Background: an optimization exercise with open tools, aiming at small area and a short achievable clock period. Do not read the settings as production practice. No functional check of the RTL was part of any run shown here.

File: run.sh
#!/bin/bash
# synth_recipe.tcl (not shown) runs the flow's synth.tcl, then flattens the netlist and writes it again
# the make line also repeats each setting of config.mk as NAME=value (left out here)
make -C /OpenROAD-flow-scripts/flow DESIGN_CONFIG=/design/flow/config.mk WORK_HOME=/design/flow/orfs CLKGATE_MAP_FILE= SYNTH_SCRIPT=/design/flow/synth_recipe.tcl finish
File: config.mk
export PLATFORM = sky130hd
export DESIGN_NAME = cordic_sin_cos
export DESIGN_NICKNAME = cordic_sin_cos
export VERILOG_FILES = /design/flow/design.v
export SDC_FILE = /design/flow/constraint.sdc
export NUM_CORES = 4
export LEC_CHECK = 0
export ABC_AREA = 1
export CAP_MARGIN = 20
export CORE_MARGIN = 2
export CORE_UTILIZATION = 40
export SLEW_MARGIN = 20
File: constraint.sdc
create_clock -name core_clock -period 35.0 [get_ports {clk}]
set_input_delay 7.0000 -clock core_clock [delete_from_list [all_inputs] [get_ports {clk}]]
set_output_delay 7.0000 -clock core_clock [all_outputs]
set_load 0.01 [all_outputs]
File: design.v
module get_conv_target_angle(
 input [19:0] target_angle,
 output [11:0] z0,
 output q2,
 output q3
);
 wire [19:0] a = target_angle;
 wire lowa = ~|a[19:13];
 wire gt1440 = (a[12] | (a[11] | (a[10] & (a[9] | (a[8] & (a[7] & (a[6] | (a[5] & (a[4] | (a[3] | (a[2] | (a[1] | a[0]))))))))))));
 wire gt2880 = (a[12] | (a[11] & (a[10] | (a[9] & (a[8] & (a[7] | (a[6] & (a[5] | (a[4] | (a[3] | (a[2] | (a[1] | a[0]))))))))))));
 wire gt4320 = (a[12] & (a[11] | (a[10] | (a[9] | (a[8] | (a[7] & (a[6] & (a[5] & (a[4] | (a[3] | (a[2] | (a[1] | a[0]))))))))))));
 wire gt5760 = (a[12] & (a[11] | (a[10] & (a[9] & (a[8] | (a[7] & (a[6] | (a[5] | (a[4] | (a[3] | (a[2] | (a[1] | a[0]))))))))))));
 assign q2 = lowa & gt1440 & ~gt2880;
 assign q3 = lowa & gt2880 & ~gt4320;
 wire q4 = lowa & gt4320 & ~gt5760;
 wire satp = ~a[19] & ~(lowa & ~gt5760);
 wire satn = a[19] & ~((a[18] & (a[17] & (a[16] & (a[15] & (a[14] & (a[13] & (a[12] & (a[11] & (a[10] | (a[9] | (a[8] & (a[7] & a[6])))))))))))));
 reg [6:0] zh;
 always @(*) begin
  if (satp) zh = 7'd50;
  else if (satn) zh = 7'd78;
  else if (q2) zh = a[11:5] - 7'd45;
  else if (q3) zh = a[11:5] - 7'd90;
  else if (q4) zh = a[11:5] - 7'd52;
  else zh = a[11:5];
 end
 assign z0 = {zh, a[4:0] & {5{~(satp | satn)}}};
endmodule
module output_mapping(
 input [16:0] x,
 input [16:0] y,
 input q2,
 input q3,
 output [16:0] x_res,
 output [16:0] y_res
);
 assign x_res = x + (q2 | q3);
 assign y_res = y + q3;
endmodule
module cordic_sin_cos(clk, rst, target_angle, x_res, y_res);
 input clk, rst;
 input [19:0] target_angle;
 output reg [19:0] x_res;
 output reg [19:0] y_res;
 wire [11:0] z0;
 wire q2, q3;
 get_conv_target_angle conv_angle(.target_angle(target_angle), .z0(z0), .q2(q2), .q3(q3));
 wire [8:0] d;   
 wire [11:0] zs0 = z0;
 wire [11:0] zs0_u = zs0 ^ 12'd2048;
 assign d[0] = ~zs0[11];
 reg dr1;
 always @(*) begin
  case (d[0:0])
   1'b0: dr1 = (zs0_u[11] | (zs0_u[10] & (zs0_u[9] | (zs0_u[8] & (zs0_u[7] | (zs0_u[6] | (zs0_u[5] & zs0_u[4])))))));
   1'b1: dr1 = (zs0_u[11] & (zs0_u[10] | (zs0_u[9] & (zs0_u[8] | (zs0_u[7] & (zs0_u[6] & (zs0_u[5] | zs0_u[4])))))));
  endcase
 end
 assign d[1] = dr1;
 reg dr2;
 always @(*) begin
  case (d[1:0])
   2'b00: dr2 = (zs0_u[11] | (zs0_u[10] | (zs0_u[9] & (zs0_u[8] & (zs0_u[7] & (zs0_u[6] | (zs0_u[5] | (zs0_u[4] | (zs0_u[3] | (zs0_u[2] & (zs0_u[1] & zs0_u[0])))))))))));
   2'b10: dr2 = (zs0_u[11] | (zs0_u[10] & (zs0_u[9] & (zs0_u[8] | (zs0_u[7] & (zs0_u[6] & (zs0_u[5] | (zs0_u[4] & (zs0_u[3] & (zs0_u[2] | (zs0_u[1] | zs0_u[0])))))))))));
   2'b01: dr2 = (zs0_u[11] & (zs0_u[10] | (zs0_u[9] | (zs0_u[8] & (zs0_u[7] | (zs0_u[6] | (zs0_u[5] & (zs0_u[4] | (zs0_u[3] | (zs0_u[2] & (zs0_u[1] & zs0_u[0])))))))))));
   2'b11: dr2 = (zs0_u[11] & (zs0_u[10] & (zs0_u[9] | (zs0_u[8] | (zs0_u[7] | (zs0_u[6] & (zs0_u[5] & (zs0_u[4] & (zs0_u[3] & (zs0_u[2] | (zs0_u[1] | zs0_u[0])))))))))));
  endcase
 end
 assign d[2] = dr2;
 reg dr3;
 always @(*) begin
  case (d[2:0])
   3'b000: dr3 = (zs0_u[11] | (zs0_u[10] | (zs0_u[9] & (zs0_u[8] | (zs0_u[7] & (zs0_u[6] | (zs0_u[5] & (zs0_u[4] | (zs0_u[3] | (zs0_u[2] & (zs0_u[1] & zs0_u[0])))))))))));
   3'b100: dr3 = (zs0_u[11] | (zs0_u[10] & (zs0_u[9] | (zs0_u[8] | (zs0_u[7] | (zs0_u[6] & (zs0_u[5] & (zs0_u[4] | (zs0_u[3] | (zs0_u[2] & (zs0_u[1] & zs0_u[0])))))))))));
   3'b010: dr3 = (zs0_u[11] | (zs0_u[10] & (zs0_u[9] | (zs0_u[8] & (zs0_u[7] & (zs0_u[6] & (zs0_u[5] & (zs0_u[4] & (zs0_u[3] & (zs0_u[2] | (zs0_u[1] | zs0_u[0])))))))))));
   3'b110: dr3 = (zs0_u[11] | (zs0_u[10] & (zs0_u[9] & (zs0_u[8] & (zs0_u[7] & (zs0_u[6] | (zs0_u[5] & (zs0_u[4] & (zs0_u[3] & (zs0_u[2] | (zs0_u[1] | zs0_u[0])))))))))));
   3'b001: dr3 = (zs0_u[11] & (zs0_u[10] | (zs0_u[9] | (zs0_u[8] | (zs0_u[7] | (zs0_u[6] & (zs0_u[5] | (zs0_u[4] | (zs0_u[3] | (zs0_u[2] & (zs0_u[1] & zs0_u[0])))))))))));
   3'b101: dr3 = (zs0_u[11] & (zs0_u[10] | (zs0_u[9] & (zs0_u[8] | (zs0_u[7] | (zs0_u[6] | (zs0_u[5] | (zs0_u[4] | (zs0_u[3] | (zs0_u[2] & (zs0_u[1] & zs0_u[0])))))))))));
   3'b011: dr3 = (zs0_u[11] & (zs0_u[10] | (zs0_u[9] & (zs0_u[8] & (zs0_u[7] & (zs0_u[6] | (zs0_u[5] | (zs0_u[4] & (zs0_u[3] & (zs0_u[2] | (zs0_u[1] | zs0_u[0])))))))))));
   3'b111: dr3 = (zs0_u[11] & (zs0_u[10] & (zs0_u[9] | (zs0_u[8] & (zs0_u[7] | (zs0_u[6] & (zs0_u[5] | (zs0_u[4] & (zs0_u[3] & (zs0_u[2] | (zs0_u[1] | zs0_u[0])))))))))));
  endcase
 end
 assign d[3] = dr3;
 reg [7:0] zk4;
 always @(*) begin
  case (d[3:0])
   4'b0000: zk4 = 8'd203;
   4'b1000: zk4 = 8'd231;
   4'b0100: zk4 = 8'd11;
   4'b1100: zk4 = 8'd39;
   4'b0010: zk4 = 8'd121;
   4'b1010: zk4 = 8'd149;
   4'b0110: zk4 = 8'd185;
   4'b1110: zk4 = 8'd213;
   4'b0001: zk4 = 8'd43;
   4'b1001: zk4 = 8'd71;
   4'b0101: zk4 = 8'd107;
   4'b1101: zk4 = 8'd135;
   4'b0011: zk4 = 8'd217;
   4'b1011: zk4 = 8'd245;
   4'b0111: zk4 = 8'd25;
   4'b1111: zk4 = 8'd53;
  endcase
 end
 wire [7:0] zs4 = zs0[7:0] + zk4;
 wire [7:0] zs4_u = zs4 ^ 8'd128;
 assign d[4] = ~zs4[7];
 reg dr5;
 always @(*) begin
  case (d[4:4])
   1'b0: dr5 = (zs4_u[7] | (zs4_u[6] & (zs4_u[5] | (zs4_u[4] | (zs4_u[3] | (zs4_u[2] & (zs4_u[1] & zs4_u[0])))))));
   1'b1: dr5 = (zs4_u[7] & (zs4_u[6] | (zs4_u[5] & (zs4_u[4] & (zs4_u[3] & (zs4_u[2] | (zs4_u[1] | zs4_u[0])))))));
  endcase
 end
 assign d[5] = dr5;
 reg dr6;
 always @(*) begin
  case (d[5:4])
   2'b00: dr6 = (zs4_u[7] | (zs4_u[6] | (zs4_u[5] & (zs4_u[4] | (zs4_u[3] & (zs4_u[2] | (zs4_u[1] & zs4_u[0])))))));
   2'b10: dr6 = (zs4_u[7] | (zs4_u[6] & (zs4_u[5] & (zs4_u[4] | (zs4_u[3] | (zs4_u[2] | (zs4_u[1] & zs4_u[0])))))));
   2'b01: dr6 = (zs4_u[7] & (zs4_u[6] | (zs4_u[5] | (zs4_u[4] & (zs4_u[3] & (zs4_u[2] & (zs4_u[1] | zs4_u[0])))))));
   2'b11: dr6 = (zs4_u[7] & (zs4_u[6] & (zs4_u[5] | (zs4_u[4] & (zs4_u[3] | (zs4_u[2] & (zs4_u[1] | zs4_u[0])))))));
  endcase
 end
 assign d[6] = dr6;
 reg [5:0] zk7;
 always @(*) begin
  case (d[6:4])
   3'b000: zk7 = 6'd35;
   3'b100: zk7 = 6'd7;
   3'b010: zk7 = 6'd43;
   3'b110: zk7 = 6'd15;
   3'b001: zk7 = 6'd49;
   3'b101: zk7 = 6'd21;
   3'b011: zk7 = 6'd57;
   3'b111: zk7 = 6'd29;
  endcase
 end
 wire [5:0] zs7 = zs4[5:0] + zk7;
 wire [5:0] zs7_u = zs7 ^ 6'd32;
 assign d[7] = ~zs7[5];
 reg dr8;
 always @(*) begin
  case (d[7:7])
   1'b0: dr8 = (zs7_u[5] | (zs7_u[4] & (zs7_u[3] & (zs7_u[2] | (zs7_u[1] | zs7_u[0])))));
   1'b1: dr8 = (zs7_u[5] & (zs7_u[4] | (zs7_u[3] | (zs7_u[2] & (zs7_u[1] & zs7_u[0])))));
  endcase
 end
 assign d[8] = dr8;
 wire [5:0] ti = d[5:0];
 wire [16:0] xm, ym;
 wire [63:0] tbx0 = 64'hcfd2b40ccfd2b40c;
 wire [63:0] tby0 = 64'h250b92f6250b92f6;
 assign xm[0] = tbx0[ti];
 assign ym[0] = tby0[ti];
 wire [63:0] tbx1 = 64'h8175b006931cd9b1;
 wire [63:0] tby1 = 64'h4f7360d7c44f5c16;
 assign xm[1] = tbx1[ti];
 assign ym[1] = tby1[ti];
 wire [63:0] tbx2 = 64'h5ad09495ca3b1a65;
 wire [63:0] tby2 = 64'h48b1b8b7025253e4;
 assign xm[2] = tbx2[ti];
 assign ym[2] = tby2[ti];
 wire [63:0] tbx3 = 64'hb52fc9b1af81e488;
 wire [63:0] tby3 = 64'h374e16af1a37ad1a;
 assign xm[3] = tbx3[ti];
 assign ym[3] = tby3[ti];
 wire [63:0] tbx4 = 64'hb9dc286994143b9d;
 wire [63:0] tby4 = 64'h23b940433d7d623a;
 assign xm[4] = tbx4[ti];
 assign ym[4] = tby4[ti];
 wire [63:0] tbx5 = 64'hcada788a511e5b53;
 wire [63:0] tby5 = 64'h90b0e010f778f2f7;
 assign xm[5] = tbx5[ti];
 assign ym[5] = tby5[ti];
 wire [63:0] tbx6 = 64'hdbc9d79189eb93db;
 wire [63:0] tby6 = 64'hb293bf37138236b2;
 assign xm[6] = tbx6[ti];
 assign ym[6] = tby6[ti];
 wire [63:0] tbx7 = 64'h961fdca1853bf869;
 wire [63:0] tby7 = 64'h3c7ab9071f62a1c3;
 assign xm[7] = tbx7[ti];
 assign ym[7] = tby7[ti];
 wire [63:0] tbx8 = 64'he88fc54bd2a3f117;
 wire [63:0] tby8 = 64'h811a9fd2b406a77e;
 assign xm[8] = tbx8[ti];
 assign ym[8] = tby8[ti];
 wire [63:0] tbx9 = 64'h89dfe5b3cda7fb91;
 wire [63:0] tby9 = 64'h13ba8f269b0ea237;
 assign xm[9] = tbx9[ti];
 assign ym[9] = tby9[ti];
 wire [63:0] tbx10 = 64'h7a6a5a12485a565e;
 wire [63:0] tby10 = 64'he0c0f074d1f0fcf8;
 assign xm[10] = tbx10[ti];
 assign ym[10] = tby10[ti];
 wire [63:0] tbx11 = 64'hc1ebf3ebd7cfd783;
 wire [63:0] tby11 = 64'h9782a682be9abe16;
 assign xm[11] = tbx11[ti];
 assign ym[11] = tby11[ti];
 wire [63:0] tbx12 = 64'hfee6dac2435b677f;
 wire [63:0] tby12 = 64'ha88cb094d6f2ceea;
 assign xm[12] = tbx12[ti];
 assign ym[12] = tby12[ti];
 wire [63:0] tbx13 = 64'h7642cffbdff3426e;
 wire [63:0] tby13 = 64'hecd49aa2baa6d4c8;
 assign xm[13] = tbx13[ti];
 assign ym[13] = tby13[ti];
 wire [63:0] tbx14 = 64'hcf66ee77ee7766f3;
 wire [63:0] tby14 = 64'h9acc88ee88eecca6;
 assign xm[14] = tbx14[ti];
 assign ym[14] = tby14[ti];
 wire [63:0] tbx15 = 64'hf67ef66ff66f7e6f;
 wire [63:0] tby15 = 64'hace8accaaccae8ca;
 assign xm[15] = tbx15[ti];
 assign ym[15] = tby15[ti];
 wire [63:0] tbx16 = 64'h8000800180010001;
 wire [63:0] tby16 = 64'h1555155715575557;
 assign xm[16] = tbx16[ti];
 assign ym[16] = tby16[ti];
 wire [16:0] xt = q2 ? ~ym : (q3 ? ~xm : xm);
 wire [16:0] yt = q2 ? xm : (q3 ? ~ym : ym);
 wire qn = q2 | q3;
 wire [16:0] tx6 = {{6{yt[16]}}, yt[16:6]};
 wire [16:0] ty6 = {{6{xt[16]}}, xt[16:6]};
 wire cx6 = d[6] ^ q3;
 wire cy6 = ~(d[6] ^ qn);
 wire [16:0] x7 = xt + (tx6 ^ {17{d[6]}}) + cx6;
 wire [16:0] y7 = yt + (ty6 ^ {17{~d[6]}}) + cy6;
 wire [16:0] tx7 = {{7{y7[16]}}, y7[16:7]};
 wire [16:0] ty7 = {{7{x7[16]}}, x7[16:7]};
 wire cx7 = d[7] ^ q3;
 wire cy7 = ~(d[7] ^ qn);
 wire [16:0] x8 = x7 + (tx7 ^ {17{d[7]}}) + cx7;
 wire [16:0] y8 = y7 + (ty7 ^ {17{~d[7]}}) + cy7;
 wire [16:0] tx8 = {{8{y8[16]}}, y8[16:8]};
 wire [16:0] ty8 = {{8{x8[16]}}, x8[16:8]};
 wire cx8 = d[8] ^ q3;
 wire cy8 = ~(d[8] ^ qn);
 wire [16:0] x9 = x8 + (tx8 ^ {17{d[8]}}) + cx8;
 wire [16:0] y9 = y8 + (ty8 ^ {17{~d[8]}}) + cy8;
 wire [16:0] xo, yo;
 output_mapping out_map(.x(x9), .y(y9), .q2(q2), .q3(q3), .x_res(xo), .y_res(yo));
 always @(posedge clk) begin
  if (rst == 1'b0) begin
   x_res <= 20'd0;
   y_res <= 20'd0;
  end else begin
   x_res <= {{3{xo[16]}}, xo};
   y_res <= {{3{yo[16]}}, yo};
  end
 end
endmodule
==> impl_metrics.ini, run 1 <==
[sta]
rsz0062_at_grt = no
drv_slew = 0
final_hold_viol_count = 0
relSlewSlack_pct = 46.59
tightest_slew_ns = 0.7963
clock.fmax_mhz = 43.02
setup_viol = 0
post-route-min-period_ns = 23.24
tns_ns = 0
worst_slack_ns = 11.76
fin_crit_sh_pct = 66.41

[logic_synthesis]
synth_top_area_cell = ha_1
seq_area_frac_synth_pct = 6.037
synth_top_cell_area_share_pct = 16.20
synth_edf_count = 0
yosys_register_bits = 34
async_flop_share_pct = 0
synth.avg_cell_area_sq_um = 6.316
syn-num-nets = 1966
ys.flop_type = dfxtp_1
synth.area.top_cells = ha_1 16%, nand2_1 12%, xor2_1 8.9%
ys_warn_count = 2
synth_area_sq_um = 11270
syn_inst = 1785
yosysUniqueCellTypes = 68

[grt]
antenna_found_initial = 0
gr-total-overflow = 0
grt_pass1_wl_um = 63410
grt_max_degree = 63
grt_pass1_vias = 11400
grt.total_usage_pct = 27.61

[placed_design]
io_buffers = 61
routabilityCongestion = 1.054
post-place-ws_ns = 11.73
hpwl_um = 34000

[clock_network]
postCtsHoldBufs = 0
cts_root_buf = clkbuf_16
cts_tree = built
postCtsResizedCells = 0
post_cts_buffers = 0
path_clk_slew_ns = 0.05
cts_buffers = 5
h-tree-depth = 2
cts.path.max_buffers = 2
numClockSinks = 34

[routing]
wl_per_cell_um = 18.87
wl_um = 41060
drc = 0
postRouteAntennaNets = 0
post_drt_via_cell_ratio = 5.485
drt_iter0_markers = 1072
dr.pass1.iters = 7
vias = 11940

[die]
core_sq_um = 27780
die_y_um = 171.9
die_x_um = 171.9
io_pins = 62
initial_utilization_pct = 40.58
num_rows = 61
fp.dieArea_sq_um = 29550

[worst_hold_path]
holdPathEnd = x_res[0]
min_from = rst
hp-class = in2reg
hold_depth = 4

[flow_run]
drv_cap = 0

[final_layout]
multi_input_area_sq_um = 9139
seq_area_sq_um = 680.7
postLayoutCoreUtil_pct = 43.78
nFillCells = 3028
drive_gt1_share_pct = 8.343
fin_nets = 1979
areaGrowthSynthToFinish_pct = 7.891
num_antenna_cells = 0

[status]
status = complete, no violations

[setup_path]
start_kind = input port
critPathMaxFanout = 62
crit_type = in2reg
slowest_delay_ns = 0.61
crit_arrival_ns = 23.42
slowest_stage = clkdlybuf4s50_1
crit_path_end_kind = flip-flop
cp_common_cell = nand2_1
crit_required_ns = 35.18
Yosys cell counts (8+ instances only):
library cell / instances
nand2_1: 346
inv_1: 253
ha_1: 146
o21ai_0: 142
a21oi_1: 139
nor2_1: 134
xor2_1: 114
nand3_1: 73
dfxtp_1: 34
nand2_2: 34
xnor2_1: 34
inv_2: 30
o21bai_1: 24
buf_2: 23
nand2_4: 15
buf_4: 14
clkbuf_1: 14
o211ai_1: 14
fa_1: 13
nand3_2: 13
o21ai_1: 12
o31ai_1: 11
a22oi_1: 10
nor3_1: 10
a21o_1: 9
nand4_1: 9
o22ai_1: 9
o21a_1: 8
cells by family after synthesis:
| kind of cell | Yosys count | share of synthesized area (%) |
|---|---|---|
| AO/OA/AOI/OAI | 416 | 21.72 |
| XOR/XNOR | 155 | 12.51 |
| adder cells (fa/ha/maj) | 159 | 18.51 |
| buffers and inverters | 348 | 12.91 |
| flip-flops | 34 | 6.037 |
| AND/OR/NAND/NOR | 673 | 28.32 |
how the worst max path moves through the flow:
stage,startpoint,end,cells past startpoint
6_report,target_angle[9],x_res[16],89
3_3_place_gp,target_angle[9],x_res[16],91
2_1_floorplan,target_angle[11],x_res[16],99
3_5_place_dp,target_angle[8],x_res[16],86
4_1_cts,target_angle[8],x_res[16],86
5_1_grt,target_angle[8],x_res[16],86
sequential cells by signal (all words and copies together), names as in the netlist:
register / count
x_res: 17
y_res: 17
metal layers:
| metal | share of wire (%) | track usage [%] | wire [um] |
|---|---|---|---|
| met5 | 0 | 0 | 0 |
| met4 | 5.2 | 13.70 | 2150 |
| met3 | 6.6 | 3.182 | 2700 |
| met2 | 47 | 48.25 | 19430 |
| met1 | 41 | 33.52 | 16780 |
through the flow:
step                hold WS (ns)  std cells  area [sq um]
floorplan                  7.138       1785         11270
global placement           7.735       2169         12030
detailed placement         7.736       2169         12030
CTS                        7.492       2176         12160
global route               7.548       2176         12160
finish                     7.489       2176         12160
layout make-up:
type                    count  share of cell area (%)
clock buffers               7                   1.090
repair buffers             64                   5.205
multi-input cells        1403                   75.13
well taps                 378                   3.888
flip-flops and latches     34                   5.596
inverters                 290                   9.093
cells in the final DEF (no fill, tap or decap), drive strengths merged, types with 13 or more instances in the layout:
cell type,synthesis,routed
nand2,396,396
inv,288,288
o21ai,155,155
nor2,147,147
ha,146,146
a21oi,142,142
xor2,121,121
nand3,92,92
clkdlybuf4s50,0,61
xnor2,34,34
dfxtp,34,34
o21bai,24,24
o211ai,15,15
fa,13,13
critical path: cells and delay by family:
family	cells	cell delay, ns
AO/OA/AOI/OAI	21	4.53
XOR/XNOR	8	1.63
adder cells (fa/ha/maj)	6	2.28
buffers and inverters	15	2.99
AND/OR/NAND/NOR	39	4.88
==> run 2: changes to the inputs <==
--- a/config.mk
+++ b/config.mk
@@ -10,3 +10,3 @@
 export CORE_MARGIN = 2
-export CORE_UTILIZATION = 40
+export CORE_UTILIZATION = 60
 export SLEW_MARGIN = 20
==> impl_metrics.ini, run 2 <==
[status]
status = complete, no violations

[logic_synthesis]
synthTopCellsByCount = 346 x nand2_1, 253 x inv_1, 146 x ha_1
synth_area_sq_um = 11270
ys_warn_count = 2
synth.avg_cell_area_sq_um = 6.316
yosys_register_bits = 34
async_flop_share_pct = 0
ys.flop_type = dfxtp_1
synth_top_family_by_area = simple AND/OR/NAND/NOR gates
synth_simple_gate_area_share_pct = 28.32
synth_compound_area_share_pct = 21.72
synth_xor_area_share_pct = 12.51
synth_top_cell_area_share_pct = 16.20
post-synth-top-count-cell = nand2_1
syn_inst = 1785
yosysUniqueCellTypes = 68
muxShareOfSynthArea_pct = 0
syn-num-nets = 1966
synth_top_area_cell = ha_1
seq_area_frac_synth_pct = 6.037
synth_edf_count = 0
synth_fa_ha_area_share_pct = 18.51
synth.area.top_cells = ha_1 16%, nand2_1 12%, xor2_1 8.9%

[die]
num_rows = 50
core_sq_um = 18580
die_x_um = 141.1
die_y_um = 141.1
fp.dieArea_sq_um = 19900
io_pins = 62
initial_utilization_pct = 60.68

[sta]
rsz0062_at_grt = no
tns_ns = 0
final_hold_viol_count = 0
post-route-min-period_ns = 23.37
drv_slew = 0
clock.fmax_mhz = 42.79
relSlewSlack_pct = 41.11
setup_viol = 0
fin_crit_sh_pct = 66.77
tightest_slew_ns = 0.8806

[routing]
wl_per_cell_um = 17.85
dr.pass1.iters = 9
drc = 0
vias = 12200
postRouteAntennaNets = 0
wl_um = 36290
post_drt_via_cell_ratio = 6.000
drt_iter0_markers = 1335

[placed_design]
hpwl_um = 29550
dp.cells = 2025
io_buffers = 61
routabilityCongestion = 1.130

[final_layout]
areaGrowthSynthToFinish_pct = 6.836
final_cell_mix = 346 x nand2_1, 253 x inv_1, 146 x ha_1
num_antenna_cells = 0
fin_nets = 1979
layout.cells.non_filler = 2033
drive_gt1_share_pct = 8.505
reg_top3 = x_res x17, y_res x17
mostFrequentLayoutCell = nand2_1

[setup_path]
slowest_delay_ns = 0.73
crit_type = in2reg
crit_required_ns = 35.17
slowest_stage = clkdlybuf4s50_1
start_kind = input port
crit_path_end_kind = flip-flop
cp_common_cell = nand2_1
critPathMaxFanout = 75
crit_arrival_ns = 23.54

[grt]
grt_pass1_wl_um = 58390
gr-total-overflow = 0
grt_pass1_vias = 11570
antenna_found_initial = 0
grt_max_degree = 76
grt.total_usage_pct = 36.15

[worst_hold_path]
hp-class = in2reg
hold_depth = 3

[clock_network]
path_clk_slew_ns = 0.06
postCtsResizedCells = 0
cts.path.max_buffers = 2
cts_tree = built
cts_buffers = 5
cts_root_buf = clkbuf_16
postCtsHoldBufs = 0
h-tree-depth = 2
post_cts_buffers = 0
numClockSinks = 34

[flow_run]
drv_cap = 0
==> run 2: critical path: cells and delay by family <==
family / cells / cell delay, ns
buf+inv: 14 / 2.62
xor+xnor: 7 / 1.60
compound gates: 19 / 3.76
fa+ha+maj: 7 / 2.81
simple gates: 40 / 5.67
==> run 2: cell type report <==
class,count,area [sq um]
clock buffers,5,125.1
repair buffers,64,633.1
multi-input cells,1403,9139
well taps,234,292.8
inverters,290,1106
fillers,1723,6535
flip-flops and latches,34,680.7
clock inverters,3,68.82
==> run 2: cells by family (layout without fill, tap and decap cells) <==
group	Yosys count	count (layout)
xor+xnor	155	155
buf+inv	348	362
compound gates	416	416
simple gates	673	673
fa+ha+maj	159	159
flops	34	34
==> run 2: routing by layer <==
metal	track usage [%]	up-vias	share of wire (%)
li1	-	5881	-
met1	42.89	5548	39
met2	62.47	603	46
met3	5.537	167	7.9
met4	19.79	0	6.5
met5	0	-	0
==> run 2: stage by stage <==
step	cell area (sq um)	utilization, %	setup WS (ns)	hold slack, ns
3_5_place_dp	11850	63.78	11.64	7.734
3_3_place_gp	11850	63.78	11.95	7.733
2_1_floorplan	11270	-	15.62	7.138
6_report	12050	64.83	11.63	7.860
5_1_grt	12050	64.83	10.21	7.960
4_1_cts	12050	64.83	11.87	7.847
==> run 2: final timing paths <==
path	endpoint	slack [ns]	start
hold / removal	x_res[0]	7.86	rst
setup / recovery	x_res[16]	11.63	target_angle[8]
==> run 3: changes to the inputs <==
--- a/config.mk
+++ b/config.mk
@@ -7,6 +7,5 @@
 export LEC_CHECK = 0
-export ABC_AREA = 1
 export CAP_MARGIN = 20
 export CORE_MARGIN = 2
-export CORE_UTILIZATION = 60
+export CORE_UTILIZATION = 40
 export SLEW_MARGIN = 20
==> impl_metrics.ini, run 3 <==
[placed_design]
routabilityCongestion = 1.023
post-place-ws_ns = 8.748
dpl_cell_area_sq_um = 13000
hpwl_um = 36210
io_buffers = 61

[setup_path]
critPathMaxFanout = 43
slowest_delay_ns = 0.85
start_kind = input port
crit_arrival_ns = 26.50
cp_common_cell = o21ai_0
crit_path_end_kind = flip-flop
crit_type = in2reg
crit_required_ns = 35.16
slowest_stage = a21oi_2

[status]
status = complete, no violations

[die]
io_pins = 62
num_rows = 63
initial_utilization_pct = 40.74
core_sq_um = 29800
die_y_um = 178.2
die_x_um = 178.2
fp.dieArea_sq_um = 31750

[logic_synthesis]
synth.avg_cell_area_sq_um = 7.312
synth.area.top_cells = ha_1 15%, xnor2_1 9.2%, dfxtp_1 5.6%
synth_area_sq_um = 12140
synth_top_cell_area_share_pct = 15.05
ys_warn_count = 2
post-synth-top-count-cell = ha_1
ys.flop_type = dfxtp_1
yosysUniqueCellTypes = 115
synth_edf_count = 0
syn-num-nets = 1841
seq_area_frac_synth_pct = 5.608
synthTopCellsByCount = 146 x ha_1, 133 x a21oi_1, 130 x nor2_1
syn_inst = 1660
synth_top_area_cell = ha_1
async_flop_share_pct = 0
yosys_register_bits = 34

[final_layout]
areaGrowthSynthToFinish_pct = 8.329
stdcell_area_sq_um = 13150
postLayoutCoreUtil_pct = 44.13
mostFrequentLayoutCell = ha_1
reg_top3 = x_res x17, y_res x17
num_antenna_cells = 0
drive_gt1_share_pct = 7.456
fin_nets = 1843
nFillCells = 3064
final_cell_mix = 146 x ha_1, 132 x a21oi_1, 128 x xnor2_1

[grt]
grt_pass1_vias = 12630
gr-total-overflow = 0
grt.total_usage_pct = 29.05
antenna_found_initial = 0
grt_pass1_wl_um = 72070
grt_max_degree = 78

[clock_network]
postCtsHoldBufs = 0
cts.path.max_buffers = 2
post_cts_buffers = 0
cts_buffers = 5
postCtsResizedCells = 0
numClockSinks = 34
cts_root_buf = clkbuf_16
h-tree-depth = 2
path_clk_slew_ns = 0.05
cts_tree = built

[sta]
tns_ns = 0
fin_crit_sh_pct = 75.27
relSlewSlack_pct = 26.80
worst_slack_ns = 8.655
post-route-min-period_ns = 26.35
setup_viol = 0
clock.fmax_mhz = 37.96
final_hold_viol_count = 0
rsz0062_at_grt = no
drv_slew = 0
tightest_slew_ns = 1.087

[routing]
wl_per_cell_um = 22.53
drt_iter0_markers = 1303
postRouteAntennaNets = 0
vias = 13280
drc = 0
post_drt_via_cell_ratio = 6.466
wl_um = 46260
dr.pass1.iters = 6

[worst_hold_path]
hp-class = in2reg
hold_depth = 2

[flow_run]
drv_cap = 0
[run 3: cell types whose count changed in the layout (fill, tap and decap cells not counted), sizes merged, moves of 22 or more]
cell | before | now
a211oi | 1 | 31
a21boi | 1 | 23
a21o | 9 | 31
buf | 3 | 27
inv | 288 | 109
mux2i | 0 | 32
nand2 | 396 | 121
nand3 | 92 | 46
nor3 | 12 | 39
o21ai | 155 | 122
xnor2 | 34 | 128
xor2 | 121 | 34
[run 3: layout make-up]
| class | count | area, sq um | area share [%] |
|---|---|---|---|
| Sequential cell | 34 | 680.7 | 5.177 |
| Timing Repair Buffer | 88 | 813.3 | 6.185 |
| Tap cell | 390 | 488.0 | 3.711 |
| Multi-Input combinational cell | 1423 | 10610 | 80.66 |
| Clock buffer | 7 | 142.6 | 1.085 |
| Inverter | 110 | 412.9 | 3.140 |
| Clock inverter | 1 | 5.005 | 0.03806 |
[run 3: metal layers]
layer,GRT usage [%],vias up,share of wire (%)
li1,-,6158,-
met1,36.27,6180,40
met2,47.84,760,45
met3,6.820,177,10
met4,12.16,0,4.7
met5,0,-,0
[run 3: cells by family after synthesis]
kind of cell / after synthesis / share of synthesized area (%)
multiplexers: 37 / 3.226
adder cells (fa/ha/maj): 159 / 17.19
AO/OA/AOI/OAI: 587 / 34.87
buffers and inverters: 203 / 7.195
flip-flops: 34 / 5.608
AND/OR/NAND/NOR: 474 / 19.45
XOR/XNOR: 166 / 12.45
[run 3: worst paths after layout]
path | slack, ns | to | startpoint
hold / removal | 7.76 | x_res[5] | rst
setup / recovery | 8.65 | x_res[16] | target_angle[5]
[run 3: critical path: cells and delay by family]
kind / cells / cell delay, ns
adder cells (fa/ha/maj): 6 / 2.36
AND/OR/NAND/NOR: 17 / 5.17
AO/OA/AOI/OAI: 33 / 7.81
XOR/XNOR: 6 / 2.21
buffers and inverters: 4 / 1.86
[run 3: metrics by stage]
step | instances | hold WS [ns]
floorplan | 1660 | 7.167
CTS | 2053 | 7.746
detailed placement | 2045 | 7.738
finish | 2053 | 7.757
global route | 2053 | 7.780
global placement | 2045 | 7.736
==> run 4: changes to the inputs <==
--- a/design.v
+++ b/design.v
@@ -48,2 +48,3 @@
  wire [8:0] d;   
+ wire qn = q2 | q3;
  wire [11:0] zs0 = z0;
@@ -219,5 +220,4 @@
  assign ym[16] = tby16[ti];
- wire [16:0] xt = q2 ? ~ym : (q3 ? ~xm : xm);
- wire [16:0] yt = q2 ? xm : (q3 ? ~ym : ym);
- wire qn = q2 | q3;
+ wire [16:0] xt = (q2 ? ym : xm) ^ {17{qn}};
+ wire [16:0] yt = (q2 ? xm : ym) ^ {17{q3}};
  wire [16:0] tx6 = {{6{yt[16]}}, yt[16:6]};
--- a/config.mk
+++ b/config.mk
@@ -7,2 +7,3 @@
 export LEC_CHECK = 0
+export ABC_AREA = 1
 export CAP_MARGIN = 20
==> impl_metrics.ini, run 4 <==
[logic_synthesis]
syn_inst = 1758
synth_edf_count = 0
synth_area_sq_um = 11030
syn-num-nets = 1943
seq_area_frac_synth_pct = 6.173
synth_top_cell_area_share_pct = 17.14
ys_warn_count = 2
ys.flop_type = dfxtp_1
yosys_register_bits = 34
synth_top_area_cell = ha_1
synth.avg_cell_area_sq_um = 6.272
yosysUniqueCellTypes = 66
async_flop_share_pct = 0
post-synth-top-count-cell = nand2_1
synth.area.top_cells = ha_1 17%, nand2_1 11%, xor2_1 9.5%
synthTopCellsByCount = 327 x nand2_1, 218 x inv_1, 156 x a21oi_1

[grt]
grt_pass1_wl_um = 66300
grt.total_usage_pct = 29.90
gr-total-overflow = 0
grt_max_degree = 79
antenna_found_initial = 0
grt_pass1_vias = 11490

[setup_path]
crit_path_end_kind = flip-flop
worst-path-buf-inv = 22
crit_type = in2reg
crit_family = simple AND/OR/NAND/NOR gates
slowest_delay_ns = 0.74
crit_required_ns = 35.21
crit_arrival_ns = 26.50
cp_common_cell = a21oi_1
slowest_stage = clkinv_1
start_kind = input port
critPathMaxFanout = 78

[routing]
dr.pass1.iters = 5
postRouteAntennaNets = 0
wl_per_cell_um = 20.53
wl_um = 43490
drc = 0
drt_iter0_markers = 1005
post_drt_via_cell_ratio = 5.651
vias = 11970

[clock_network]
numClockSinks = 34
post_cts_buffers = 0
h-tree-depth = 2
postCtsResizedCells = 0
cts_root_buf = clkbuf_16
cts_tree = built
cts_buffers = 5
postCtsHoldBufs = 0
path_clk_slew_ns = 0.06
cts.path.max_buffers = 2

[sta]
fin_crit_sh_pct = 75.10
rsz0062_at_grt = no
tightest_slew_ns = 0.7927
worst_slack_ns = 8.713
worst_hold_slack_ns = 7.503
final_hold_viol_count = 0
post-route-min-period_ns = 26.29
clock.fmax_mhz = 38.04
relSlewSlack_pct = 47.15
tns_ns = 0
drv_slew = 0
setup_viol = 0

[flow_run]
drv_cap = 0

[die]
fp.dieArea_sq_um = 28910
io_pins = 62
die_x_um = 170.0
initial_utilization_pct = 40.80
core_sq_um = 27030
die_y_um = 170.0
num_rows = 60

[worst_hold_path]
hp-class = in2reg

[placed_design]
hpwl_um = 36150
routabilityCongestion = 1.050
post-place-ws_ns = 8.650
io_buffers = 61

[final_layout]
mostFrequentLayoutCell = nand2_1
seq_area_sq_um = 680.7
areaGrowthSynthToFinish_pct = 8.443
postLayoutCoreUtil_pct = 44.24
fin_nets = 1961
final_cell_mix = 327 x nand2_1, 218 x inv_1, 156 x a21oi_1
num_antenna_cells = 0
nFillCells = 2899
reg_top3 = x_res x17, y_res x17
multi_input_area_sq_um = 9112
drive_gt1_share_pct = 6.359

[status]
status = complete, no violations
==> run 4: changes by cell type after synthesis, moves of 25 or more <==
cell / delta
nand2_1: +209
inv_1: +112
xnor2_1: -96
xor2_1: +85
nand3_1: +51
mux2i_1: -30
a21o_1: -25
nor3_1: -25
==> run 4: kinds of logic after synthesis <==
kind of cell,after synthesis,share of synthesized area [%]
flops,34,6.173
mux,1,0.09079
compound gates,435,22.96
fa+ha+maj,163,19.31
simple gates,669,27.49
xor+xnor,155,12.80
buf+inv,301,11.18
==> run 4: cell type report <==
type,count,share of cell area (%)
inverter,243,7.681
clock buffer,7,1.193
sequential,34,5.693
clock inverter,1,0.04186
multi-input combinational,1423,76.21
timing repair buffer,69,5.609
tap,341,3.568
==> run 4: tightest hold or removal path, delay by kind of cell <==
kind | cells | cell delay [ns]
buffers and inverters | 3 | 0.66
AND/OR/NAND/NOR | 1 | 0.09
==> run 4: stage by stage <==
step,instance area [sq um],instances
2_1_floorplan,11030,1758
3_3_place_gp,11810,2110
3_5_place_dp,11810,2110
4_1_cts,11960,2118
5_1_grt,11960,2118
6_report,11960,2118
==> run 4: layer usage <==
layer / global-route usage [%] / up-vias / share of wire [%]
met1: 35.69 / 5467 / 41
li1: - / 5894 / -
met2: 52.03 / 481 / 47
met3: 3.047 / 127 / 6.1
met5: 0 / - / 0
met4: 17.61 / 0 / 6.5
==> run 4: worst paths after layout <==
| kind | slack (ns) | from | depth (start not counted) | endpoint |
|---|---|---|---|---|
| worst max-delay path | 8.71 | target_angle[8] | 104 | y_res[15] |
| worst min-delay path | 7.50 | rst | 4 | y_res[0] |
==> run 5: changes to the inputs <==
--- a/design.v
+++ b/design.v
@@ -48,3 +48,2 @@
  wire [8:0] d;   
- wire qn = q2 | q3;
  wire [11:0] zs0 = z0;
@@ -150,80 +149,87 @@
  assign d[8] = dr8;
- wire [5:0] ti = d[5:0];
+ wire [4:0] ti = d[4:0];
  wire [16:0] xm, ym;
- wire [63:0] tbx0 = 64'hcfd2b40ccfd2b40c;
- wire [63:0] tby0 = 64'h250b92f6250b92f6;
+ wire [31:0] tbx0 = 32'hddbbddbb;
+ wire [31:0] tby0 = 32'hae37ae37;
  assign xm[0] = tbx0[ti];
  assign ym[0] = tby0[ti];
- wire [63:0] tbx1 = 64'h8175b006931cd9b1;
- wire [63:0] tby1 = 64'h4f7360d7c44f5c16;
+ wire [31:0] tbx1 = 32'h13bf3ef4;
+ wire [31:0] tby1 = 32'hfa8bb85;
  assign xm[1] = tbx1[ti];
  assign ym[1] = tby1[ti];
- wire [63:0] tbx2 = 64'h5ad09495ca3b1a65;
- wire [63:0] tby2 = 64'h48b1b8b7025253e4;
+ wire [31:0] tbx2 = 32'hd0febd3c;
+ wire [31:0] tby2 = 32'h6d2aeb43;
  assign xm[2] = tbx2[ti];
  assign ym[2] = tby2[ti];
- wire [63:0] tbx3 = 64'hb52fc9b1af81e488;
- wire [63:0] tby3 = 64'h374e16af1a37ad1a;
+ wire [31:0] tbx3 = 32'h82c9d375;
+ wire [31:0] tby3 = 32'hc9336c7;
  assign xm[3] = tbx3[ti];
  assign ym[3] = tby3[ti];
- wire [63:0] tbx4 = 64'hb9dc286994143b9d;
- wire [63:0] tby4 = 64'h23b940433d7d623a;
+ wire [31:0] tbx4 = 32'h26d00b50;
+ wire [31:0] tby4 = 32'h54b552dd;
  assign xm[4] = tbx4[ti];
  assign ym[4] = tby4[ti];
- wire [63:0] tbx5 = 64'hcada788a511e5b53;
- wire [63:0] tby5 = 64'h90b0e010f778f2f7;
+ wire [31:0] tbx5 = 32'h8b3c3cc1;
+ wire [31:0] tby5 = 32'h126969b7;
  assign xm[5] = tbx5[ti];
  assign ym[5] = tby5[ti];
- wire [63:0] tbx6 = 64'hdbc9d79189eb93db;
- wire [63:0] tby6 = 64'hb293bf37138236b2;
+ wire [31:0] tbx6 = 32'hcaeff753;
+ wire [31:0] tby6 = 32'h908aaef6;
  assign xm[6] = tbx6[ti];
  assign ym[6] = tby6[ti];
- wire [63:0] tbx7 = 64'h961fdca1853bf869;
- wire [63:0] tby7 = 64'h3c7ab9071f62a1c3;
+ wire [31:0] tbx7 = 32'haf37ecf5;
+ wire [31:0] tby7 = 32'ha6e89af;
  assign xm[7] = tbx7[ti];
  assign ym[7] = tby7[ti];
- wire [63:0] tbx8 = 64'he88fc54bd2a3f117;
- wire [63:0] tby8 = 64'h811a9fd2b406a77e;
+ wire [31:0] tbx8 = 32'h94f3cf29;
+ wire [31:0] tby8 = 32'h3da69a43;
  assign xm[8] = tbx8[ti];
  assign ym[8] = tby8[ti];
- wire [63:0] tbx9 = 64'h89dfe5b3cda7fb91;
- wire [63:0] tby9 = 64'h13ba8f269b0ea237;
+ wire [31:0] tbx9 = 32'hfbbffddf;
+ wire [31:0] tby9 = 32'ha22aabba;
  assign xm[9] = tbx9[ti];
  assign ym[9] = tby9[ti];
- wire [63:0] tbx10 = 64'h7a6a5a12485a565e;
- wire [63:0] tby10 = 64'he0c0f074d1f0fcf8;
+ wire [31:0] tbx10 = 32'h5e6e767a;
+ wire [31:0] tby10 = 32'hf8c8ece0;
  assign xm[10] = tbx10[ti];
  assign ym[10] = tby10[ti];
- wire [63:0] tbx11 = 64'hc1ebf3ebd7cfd783;
- wire [63:0] tby11 = 64'h9782a682be9abe16;
+ wire [31:0] tbx11 = 32'h7c766e3e;
+ wire [31:0] tby11 = 32'he9ecc868;
  assign xm[11] = tbx11[ti];
  assign ym[11] = tby11[ti];
- wire [63:0] tbx12 = 64'hfee6dac2435b677f;
- wire [63:0] tby12 = 64'ha88cb094d6f2ceea;
+ wire [31:0] tbx12 = 32'h6a7a5e56;
+ wire [31:0] tby12 = 32'hc0e0f8fc;
  assign xm[12] = tbx12[ti];
  assign ym[12] = tby12[ti];
- wire [63:0] tbx13 = 64'h7642cffbdff3426e;
- wire [63:0] tby13 = 64'hecd49aa2baa6d4c8;
+ wire [31:0] tbx13 = 32'hf6d24b6f;
+ wire [31:0] tby13 = 32'hacb4d2ca;
  assign xm[13] = tbx13[ti];
  assign ym[13] = tby13[ti];
- wire [63:0] tbx14 = 64'hcf66ee77ee7766f3;
- wire [63:0] tby14 = 64'h9acc88ee88eecca6;
+ wire [31:0] tbx14 = 32'hcf766ef3;
+ wire [31:0] tby14 = 32'h9aecc8a6;
  assign xm[14] = tbx14[ti];
  assign ym[14] = tby14[ti];
- wire [63:0] tbx15 = 64'hf67ef66ff66f7e6f;
- wire [63:0] tby15 = 64'hace8accaaccae8ca;
+ wire [31:0] tbx15 = 32'hf66e766f;
+ wire [31:0] tby15 = 32'hacc8ecca;
  assign xm[15] = tbx15[ti];
  assign ym[15] = tby15[ti];
- wire [63:0] tbx16 = 64'h8000800180010001;
- wire [63:0] tby16 = 64'h1555155715575557;
+ wire [31:0] tbx16 = 32'h80000001;
+ wire [31:0] tby16 = 32'h15555557;
  assign xm[16] = tbx16[ti];
  assign ym[16] = tby16[ti];
- wire [16:0] xt = (q2 ? ym : xm) ^ {17{qn}};
- wire [16:0] yt = (q2 ? xm : ym) ^ {17{q3}};
- wire [16:0] tx6 = {{6{yt[16]}}, yt[16:6]};
- wire [16:0] ty6 = {{6{xt[16]}}, xt[16:6]};
+ wire [16:0] xt = q2 ? ~ym : (q3 ? ~xm : xm);
+ wire [16:0] yt = q2 ? xm : (q3 ? ~ym : ym);
+ wire qn = q2 | q3;
+ wire [16:0] tx5 = {{5{yt[16]}}, yt[16:5]};
+ wire [16:0] ty5 = {{5{xt[16]}}, xt[16:5]};
+ wire cx5 = d[5] ^ q3;
+ wire cy5 = ~(d[5] ^ qn);
+ wire [16:0] x6 = xt + (tx5 ^ {17{d[5]}}) + cx5;
+ wire [16:0] y6 = yt + (ty5 ^ {17{~d[5]}}) + cy5;
+ wire [16:0] tx6 = {{6{y6[16]}}, y6[16:6]};
+ wire [16:0] ty6 = {{6{x6[16]}}, x6[16:6]};
  wire cx6 = d[6] ^ q3;
  wire cy6 = ~(d[6] ^ qn);
- wire [16:0] x7 = xt + (tx6 ^ {17{d[6]}}) + cx6;
- wire [16:0] y7 = yt + (ty6 ^ {17{~d[6]}}) + cy6;
+ wire [16:0] x7 = x6 + (tx6 ^ {17{d[6]}}) + cx6;
+ wire [16:0] y7 = y6 + (ty6 ^ {17{~d[6]}}) + cy6;
  wire [16:0] tx7 = {{7{y7[16]}}, y7[16:7]};
==> impl_metrics.ini, run 5 <==
[logic_synthesis]
yosys_register_bits = 34
post-synth-top-count-cell = inv_1
synth_top_cell_area_share_pct = 19.44
syn_inst = 1776
synth_edf_count = 0
async_flop_share_pct = 0
synth.avg_cell_area_sq_um = 6.522
synth_top_area_cell = ha_1
yosysUniqueCellTypes = 58
syn-num-nets = 1995
synth_area_sq_um = 11580
seq_area_frac_synth_pct = 5.876
synth.area.top_cells = ha_1 19%, xor2_1 13%, inv_1 9.7%
synthTopCellsByCount = 298 x inv_1, 279 x nand2_1, 180 x ha_1
ys_warn_count = 2
ys.flop_type = dfxtp_1

[final_layout]
num_antenna_cells = 0
final_cell_mix = 298 x inv_1, 279 x nand2_1, 180 x ha_1
mostFrequentLayoutCell = inv_1
reg_top3 = x_res x17, y_res x17
stdcell_area_sq_um = 12580
drive_gt1_share_pct = 6.264
postLayoutCoreUtil_pct = 43.93
layout.cells.non_filler = 2188
fin_nets = 2022
areaGrowthSynthToFinish_pct = 8.565

[sta]
drv_slew = 0
clock.fmax_mhz = 38.73
post-route-min-period_ns = 25.82
worst_hold_slack_ns = 7.488
tightest_slew_ns = 0.6976
relSlewSlack_pct = 53.00
final_hold_viol_count = 0
tns_ns = 0
rsz0062_at_grt = no
fin_crit_sh_pct = 73.76
setup_viol = 0

[clock_network]
path_clk_slew_ns = 0.05
cts_root_buf = clkbuf_16
postCtsResizedCells = 0
numClockSinks = 34
post_cts_buffers = 0
postCtsHoldBufs = 0
h-tree-depth = 2
cts_tree = built
cts_buffers = 5
cts.path.max_buffers = 2

[flow_run]
drv_cap = 0

[routing]
post_drt_via_cell_ratio = 5.020
drc = 0
wl_per_cell_um = 14.99
wl_um = 32790
postRouteAntennaNets = 0
drt_iter0_markers = 650
dr.pass1.iters = 5
vias = 10980

[die]
initial_utilization_pct = 40.47
die_x_um = 174.2
io_pins = 62
num_rows = 62
die_y_um = 174.2
fp.dieArea_sq_um = 30340
core_sq_um = 28630

[setup_path]
crit_type = in2reg
crit_arrival_ns = 25.97
crit_path_end_kind = flip-flop
crit_required_ns = 35.16
critPathMaxFanout = 48
slowest_stage = xor2_1
start_kind = input port
cp_common_cell = nand2_1
slowest_delay_ns = 0.58

[placed_design]
hpwl_um = 28340
dpl_cell_area_sq_um = 12430
dp.cells = 2180
io_buffers = 61
routabilityCongestion = 0.9176

[grt]
grt_pass1_vias = 10640
grt_pass1_wl_um = 53810
grt_max_degree = 49
gr-total-overflow = 0
grt.total_usage_pct = 21.71
antenna_found_initial = 0

[worst_hold_path]
hp-class = in2reg

[status]
status = complete, no violations
[run 5: cell families (layout without fill, tap and decap cells)]
| group | after synthesis | after routing | share of synthesized area, % |
|---|---|---|---|
| fa+ha+maj | 197 | 197 | 22.38 |
| xor+xnor | 214 | 214 | 16.83 |
| buf+inv | 371 | 399 | 13.03 |
| simple gates | 584 | 584 | 23.27 |
| compound gates | 376 | 376 | 18.62 |
| flops | 34 | 34 | 5.876 |
[run 5: layout make-up]
cell class	count	area, sq um
Sequential cell	34	680.7
Tap cell	384	480.5
Clock inverter	1	5.005
Clock buffer	7	142.6
Timing Repair Buffer	65	640.6
Multi-Input combinational cell	1371	9394
Inverter	326	1232
Fill cell	3006	16050
[run 5: path summary, 6_finish.rpt]
| kind | from | to | cells past startpoint |
|---|---|---|---|
| setup / recovery | target_angle[2] | y_res[16] | 118 |
| hold / removal | rst | y_res[0] | 4 |
[run 5: through the flow]
step           setup slack, ns
2_1_floorplan            13.58
3_3_place_gp             9.424
3_5_place_dp             9.036
4_1_cts                  9.265
5_1_grt                  7.080
6_report                 9.183
[run 5: per-layer routing]
| layer | GRT usage (%) | routed length (um) | share of wire [%] |
|---|---|---|---|
| met1 | 25.85 | 14160 | 43 |
| met2 | 41.24 | 16520 | 50 |
| met3 | 0.4156 | 757 | 2.3 |
| met4 | 8.438 | 1358 | 4.1 |
| met5 | 0 | 0 | 0 |
[run 5: critical path, delay by kind of cell]
kind,cells,cell delay [ns]
AO/OA/AOI/OAI,30,5.01
XOR/XNOR,5,1.36
adder cells (fa/ha/maj),8,2.86
buffers and inverters,18,3.39
AND/OR/NAND/NOR,57,6.24
==> run 6: changes to the inputs <==
--- a/design.v
+++ b/design.v
@@ -149,70 +149,70 @@
  assign d[8] = dr8;
- wire [4:0] ti = d[4:0];
+ wire [6:0] ti = d[6:0];
  wire [16:0] xm, ym;
- wire [31:0] tbx0 = 32'hddbbddbb;
- wire [31:0] tby0 = 32'hae37ae37;
+ wire [127:0] tbx0 = 128'h7d410b3bdc5082be7d410b3bdc5082be;
+ wire [127:0] tby0 = 128'hfec24567ace0012dfec24567ace0012d;
  assign xm[0] = tbx0[ti];
  assign ym[0] = tby0[ti];
- wire [31:0] tbx1 = 32'h13bf3ef4;
- wire [31:0] tby1 = 32'hfa8bb85;
+ wire [127:0] tbx1 = 128'h8d0e02329c7e7ac03f9dbd058ffc4c72;
+ wire [127:0] tby1 = 128'hd8652ee6407f36ad03acf977c994a576;
  assign xm[1] = tbx1[ti];
  assign ym[1] = tby1[ti];
- wire [31:0] tbx2 = 32'hd0febd3c;
- wire [31:0] tby2 = 32'h6d2aeb43;
+ wire [127:0] tbx2 = 128'he7c00074625f9fd95bb8bb416d3f0c9a;
+ wire [127:0] tby2 = 128'ha725ad6d55fa7aa132b2a0dd5941039a;
  assign xm[2] = tbx2[ti];
  assign ym[2] = tby2[ti];
- wire [31:0] tbx3 = 32'h82c9d375;
- wire [31:0] tby3 = 32'hc9336c7;
+ wire [127:0] tbx3 = 128'h39f4de500c9e16526c7d201a68df5da;
+ wire [127:0] tby3 = 128'hf60a238f559387dd0c1f36550e31f790;
  assign xm[3] = tbx3[ti];
  assign ym[3] = tby3[ti];
- wire [31:0] tbx4 = 32'h26d00b50;
- wire [31:0] tby4 = 32'h54b552dd;
+ wire [127:0] tbx4 = 128'h5a86d77b55aa6412c82655abdee66540;
+ wire [127:0] tby4 = 128'h500ccee2ff00cd76d14cff00b886c7f5;
  assign xm[4] = tbx4[ti];
  assign ym[4] = tby4[ti];
- wire [31:0] tbx5 = 32'h8b3c3cc1;
- wire [31:0] tby5 = 32'h126969b7;
+ wire [127:0] tbx5 = 128'h1fda097ebe6e0137ec80767c7e945ff8;
+ wire [127:0] tby5 = 128'h7aa043e828c8576e8915ecebe835f2a1;
  assign xm[5] = tbx5[ti];
  assign ym[5] = tby5[ti];
- wire [31:0] tbx6 = 32'hcaeff753;
- wire [31:0] tby6 = 32'h908aaef6;
+ wire [127:0] tbx6 = 128'h64c7e073e1f3f907e09fcf87ce03e726;
+ wire [127:0] tby6 = 128'hcd8e95e687a6a35e853a9a1e985e864c;
  assign xm[6] = tbx6[ti];
  assign ym[6] = tby6[ti];
- wire [31:0] tbx7 = 32'haf37ecf5;
- wire [31:0] tby7 = 32'ha6e89af;
+ wire [127:0] tbx7 = 128'h5e4de675c96fc087e103f693ae67b67a;
+ wire [127:0] tby7 = 128'hf8cb8cef93ca951e8756ac3608ce24e0;
  assign xm[7] = tbx7[ti];
  assign ym[7] = tby7[ti];
- wire [31:0] tbx8 = 32'h94f3cf29;
- wire [31:0] tby8 = 32'h3da69a43;
+ wire [127:0] tbx8 = 128'h1e87efd3a0abf937ec9fd505cbf7e578;
+ wire [127:0] tby8 = 128'h780e8ab60502a36e893abf5f92ae87e1;
  assign xm[8] = tbx8[ti];
  assign ym[8] = tby8[ti];
- wire [31:0] tbx9 = 32'hfbbffddf;
- wire [31:0] tby9 = 32'ha22aabba;
+ wire [127:0] tbx9 = 128'h3bf3e38fc983dffdbffbc193f1c7cbdc;
+ wire [127:0] tby9 = 128'h62b6861a9316baab2aa29736a79e9ab9;
  assign xm[9] = tbx9[ti];
  assign ym[9] = tby9[ti];
- wire [31:0] tbx10 = 32'h5e6e767a;
- wire [31:0] tby10 = 32'hf8c8ece0;
+ wire [127:0] tbx10 = 128'h51dfe58bf5c7cfe7e7f3e3afd1a7fb8a;
+ wire [127:0] tby10 = 128'hf7ba8f12af9e9a8e8ea6860ab70ea210;
  assign xm[10] = tbx10[ti];
  assign ym[10] = tby10[ti];
- wire [31:0] tbx11 = 32'h7c766e3e;
- wire [31:0] tby11 = 32'he9ecc868;
+ wire [127:0] tbx11 = 128'hc16b4373775f4f33ccf2faeecec2d683;
+ wire [127:0] tby11 = 128'h97c2d6e6eefada6699a4a0889894bc16;
  assign xm[11] = tbx11[ti];
  assign ym[11] = tby11[ti];
- wire [31:0] tbx12 = 32'h6a7a5e56;
- wire [31:0] tby12 = 32'hc0e0f8fc;
+ wire [127:0] tbx12 = 128'hfee6cac2635b7f5ffafedac64353677f;
+ wire [127:0] tby12 = 128'ha88c9094c6f2eafaa0a8b09cd6f6ceea;
  assign xm[12] = tbx12[ti];
  assign ym[12] = tby12[ti];
- wire [31:0] tbx13 = 32'hf6d24b6f;
- wire [31:0] tby13 = 32'hacb4d2ca;
+ wire [127:0] tbx13 = 128'h7642dffbfff34a6e7652cfffdffb426e;
+ wire [127:0] tby13 = 128'hecd4baa2aaa6d0c8ecf49aaabaa2d4c8;
  assign xm[13] = tbx13[ti];
  assign ym[13] = tby13[ti];
- wire [31:0] tbx14 = 32'hcf766ef3;
- wire [31:0] tby14 = 32'h9aecc8a6;
+ wire [127:0] tbx14 = 128'hcf66ee77ce776ef3cf76ee73ee7766f3;
+ wire [127:0] tby14 = 128'h9acc88ee98eec8a69aec88e688eecca6;
  assign xm[14] = tbx14[ti];
  assign ym[14] = tby14[ti];
- wire [31:0] tbx15 = 32'hf66e766f;
- wire [31:0] tby15 = 32'hacc8ecca;
+ wire [127:0] tbx15 = 128'hf67ef66ff66f766ff66ef66ff66f7e6f;
+ wire [127:0] tby15 = 128'hace8accaaccaeccaacc8accaaccae8ca;
  assign xm[15] = tbx15[ti];
  assign ym[15] = tby15[ti];
- wire [31:0] tbx16 = 32'h80000001;
- wire [31:0] tby16 = 32'h15555557;
+ wire [127:0] tbx16 = 128'h80008001800100018000800180010001;
+ wire [127:0] tby16 = 128'h15551557155755571555155715575557;
  assign xm[16] = tbx16[ti];
@@ -222,20 +222,8 @@
  wire qn = q2 | q3;
- wire [16:0] tx5 = {{5{yt[16]}}, yt[16:5]};
- wire [16:0] ty5 = {{5{xt[16]}}, xt[16:5]};
- wire cx5 = d[5] ^ q3;
- wire cy5 = ~(d[5] ^ qn);
- wire [16:0] x6 = xt + (tx5 ^ {17{d[5]}}) + cx5;
- wire [16:0] y6 = yt + (ty5 ^ {17{~d[5]}}) + cy5;
- wire [16:0] tx6 = {{6{y6[16]}}, y6[16:6]};
- wire [16:0] ty6 = {{6{x6[16]}}, x6[16:6]};
- wire cx6 = d[6] ^ q3;
- wire cy6 = ~(d[6] ^ qn);
- wire [16:0] x7 = x6 + (tx6 ^ {17{d[6]}}) + cx6;
- wire [16:0] y7 = y6 + (ty6 ^ {17{~d[6]}}) + cy6;
- wire [16:0] tx7 = {{7{y7[16]}}, y7[16:7]};
- wire [16:0] ty7 = {{7{x7[16]}}, x7[16:7]};
+ wire [16:0] tx7 = {{7{yt[16]}}, yt[16:7]};
+ wire [16:0] ty7 = {{7{xt[16]}}, xt[16:7]};
  wire cx7 = d[7] ^ q3;
  wire cy7 = ~(d[7] ^ qn);
- wire [16:0] x8 = x7 + (tx7 ^ {17{d[7]}}) + cx7;
- wire [16:0] y8 = y7 + (ty7 ^ {17{~d[7]}}) + cy7;
+ wire [16:0] x8 = xt + (tx7 ^ {17{d[7]}}) + cx7;
+ wire [16:0] y8 = yt + (ty7 ^ {17{~d[7]}}) + cy7;
  wire [16:0] tx8 = {{8{y8[16]}}, y8[16:8]};
==> impl_metrics.ini, run 6 <==
[clock_network]
path_clk_slew_ns = 0.06
numClockSinks = 34
cts.path.max_buffers = 2
postCtsResizedCells = 0
cts_buffers = 5
cts_root_buf = clkbuf_16
post_cts_buffers = 0
postCtsHoldBufs = 0
h-tree-depth = 2
cts_tree = built

[setup_path]
cp_common_cell = nand2_1
critPathMaxFanout = 71
crit_type = in2reg
crit_path_end_kind = flip-flop
crit_arrival_ns = 24.08
crit_required_ns = 35.18
start_kind = input port
slowest_stage = clkdlybuf4s50_1
slowest_delay_ns = 0.74

[routing]
dr.pass1.iters = 6
vias = 14470
wl_per_cell_um = 23.43
post_drt_via_cell_ratio = 5.931
postRouteAntennaNets = 0
wl_um = 57170
drt_iter0_markers = 1472
drc = 0

[grt]
grt.total_usage_pct = 36.76
antenna_found_initial = 2
grt_pass1_wl_um = 84370
grt_pass1_vias = 13500
gr-total-overflow = 0
grt_max_degree = 72

[logic_synthesis]
async_flop_share_pct = 0
syn_inst = 2050
synth_top_area_cell = nand2_1
synth.avg_cell_area_sq_um = 5.671
ys_warn_count = 2
yosys_register_bits = 34
synth.area.top_cells = nand2_1 19%, ha_1 12%, nand3_1 7.3%
synth_area_sq_um = 11630
ys.flop_type = dfxtp_1
synth_top_cell_area_share_pct = 19.02
post-synth-top-count-cell = nand2_1
syn-num-nets = 2197
yosysUniqueCellTypes = 61
seq_area_frac_synth_pct = 5.854
synthTopCellsByCount = 589 x nand2_1, 225 x inv_1, 169 x nand3_1
synth_edf_count = 0

[final_layout]
reg_top3 = x_res x17, y_res x17
num_antenna_cells = 0
stdcell_area_sq_um = 12540
areaGrowthSynthToFinish_pct = 7.899
fin_nets = 2202
multi_input_area_sq_um = 9440
layout.cells.non_filler = 2440
drive_gt1_share_pct = 6.615
seq_area_sq_um = 680.7
mostFrequentLayoutCell = nand2_1
nFillCells = 3127
final_cell_mix = 589 x nand2_1, 225 x inv_1, 169 x nand3_1

[placed_design]
routabilityCongestion = 1.142
hpwl_um = 45220
dpl_cell_area_sq_um = 12350
dp.cells = 2432
io_buffers = 61
post-place-ws_ns = 11.24

[die]
fp.dieArea_sq_um = 30450
initial_utilization_pct = 40.62
num_rows = 62
io_pins = 62
die_x_um = 174.5
die_y_um = 174.5
core_sq_um = 28630

[sta]
setup_viol = 0
tightest_slew_ns = 1.039
post-route-min-period_ns = 23.90
drv_slew = 0
tns_ns = 0
final_hold_viol_count = 0
worst_hold_slack_ns = 7.483
fin_crit_sh_pct = 68.29
rsz0062_at_grt = no
worst_slack_ns = 11.10
clock.fmax_mhz = 41.84
relSlewSlack_pct = 29.98

[flow_run]
drv_cap = 0

[status]
status = complete, no violations

[worst_hold_path]
hp-class = in2reg
==> run 6: cell count changes after synthesis, moves of 20 or more <==
cell,delta
o21bai_1,-25
o211ai_1,+25
nor2_1,+56
inv_1,-73
ha_1,-64
nand3_1,+64
nand2_1,+310
xnor2_1,-20
xor2_1,-103
o21ai_0,+31
==> run 6: per-layer routing <==
layer | vias to the layer above | part of all wire (%) | GRT usage (%)
met1 | 6558 | 38 | 44.01
li1 | 6765 | - | -
met5 | - | 0.044 | 0
met4 | 4 | 9.2 | 27.49
met2 | 882 | 43 | 58.60
met3 | 262 | 9.8 | 6.737
==> run 6: final timing paths <==
| path | start | depth (start not counted) | slack (ns) | endpoint |
|---|---|---|---|---|
| setup / recovery | target_angle[8] | 86 | 11.10 | x_res[16] |
| hold / removal | rst | 4 | 7.48 | y_res[16] |
==> run 6: cell families after synthesis <==
kind of cell    after synthesis  synth area share, %
compound gates              447                21.94
buf+inv                     343                12.95
flops                        34                5.854
xor+xnor                     81                6.102
fa+ha+maj                   125                14.03
simple gates               1020                39.12
==> run 6: layout make-up <==
class                   instances  share of cell area, %
inverters                     260                  7.880
clock inverters                 3                 0.5486
repair buffers                 81                  6.064
well taps                     384                  3.830
clock buffers                   5                 0.9974
multi-input cells            1673                  75.25
flip-flops and latches         34                  5.426
==> run 6: critical path, delay by kind of cell <==
| kind | cells | cell delay, ns |
|---|---|---|
| AND/OR/NAND/NOR | 39 | 5.95 |
| adder cells (fa/ha/maj) | 8 | 3.15 |
| XOR/XNOR | 5 | 0.93 |
| buffers and inverters | 17 | 3.64 |
| AO/OA/AOI/OAI | 17 | 3.32 |
==> run 6: stage by stage <==
step,utilization [%]
final,43.82
after global routing,43.82
after CTS,43.82
after detailed placement,43.15
after global placement,43.15
after floorplan,-

[separate check: timing with driven ports]
Ports are ideal in the flow. The routed layouts listed here were re-timed in OpenROAD. Step 1: set_driving_cell puts a clkbuf_16 on clk and a buf_2 on each other input, an assumption about the parent block. Step 2 also shifts input and output timing later by t, the mid clock arrival at the registers, as if the neighbouring blocks saw the same clock. Slacks: ideal ports / drivers / drivers and shift; pairs: ideal ports / drivers.
run | t (ns) | slack for setup (ns) | worst register clock-pin slew, ns | worst data-port slew with drivers (ns) | pins driven straight from the clock port
run 1 | 0.323 | 11.755 / 11.764 / 11.442 | 0.05 / 0.05 | 0.05 | 1
run 2 | 0.322 | 11.630 / 11.647 / 11.325 | 0.06 / 0.06 | 0.03 | 1
run 3 | 0.315 | 8.655 / 8.671 / 8.356 | 0.05 / 0.05 | 0.04 | 1
run 4 | 0.323 | 8.713 / 8.731 / 8.408 | 0.06 / 0.06 | 0.04 | 1
run 5 | 0.316 | 9.183 / 9.193 / 8.878 | 0.05 / 0.05 | 0.03 | 1
run 6 | 0.319 | 11.098 / 11.108 / 10.789 | 0.06 / 0.06 | 0.06 | 1
After both steps setup and hold are still met in every run listed. The setup slack of run 1, which loses most, moves by +0.009 ns with the drivers and by -0.313 ns with both steps.
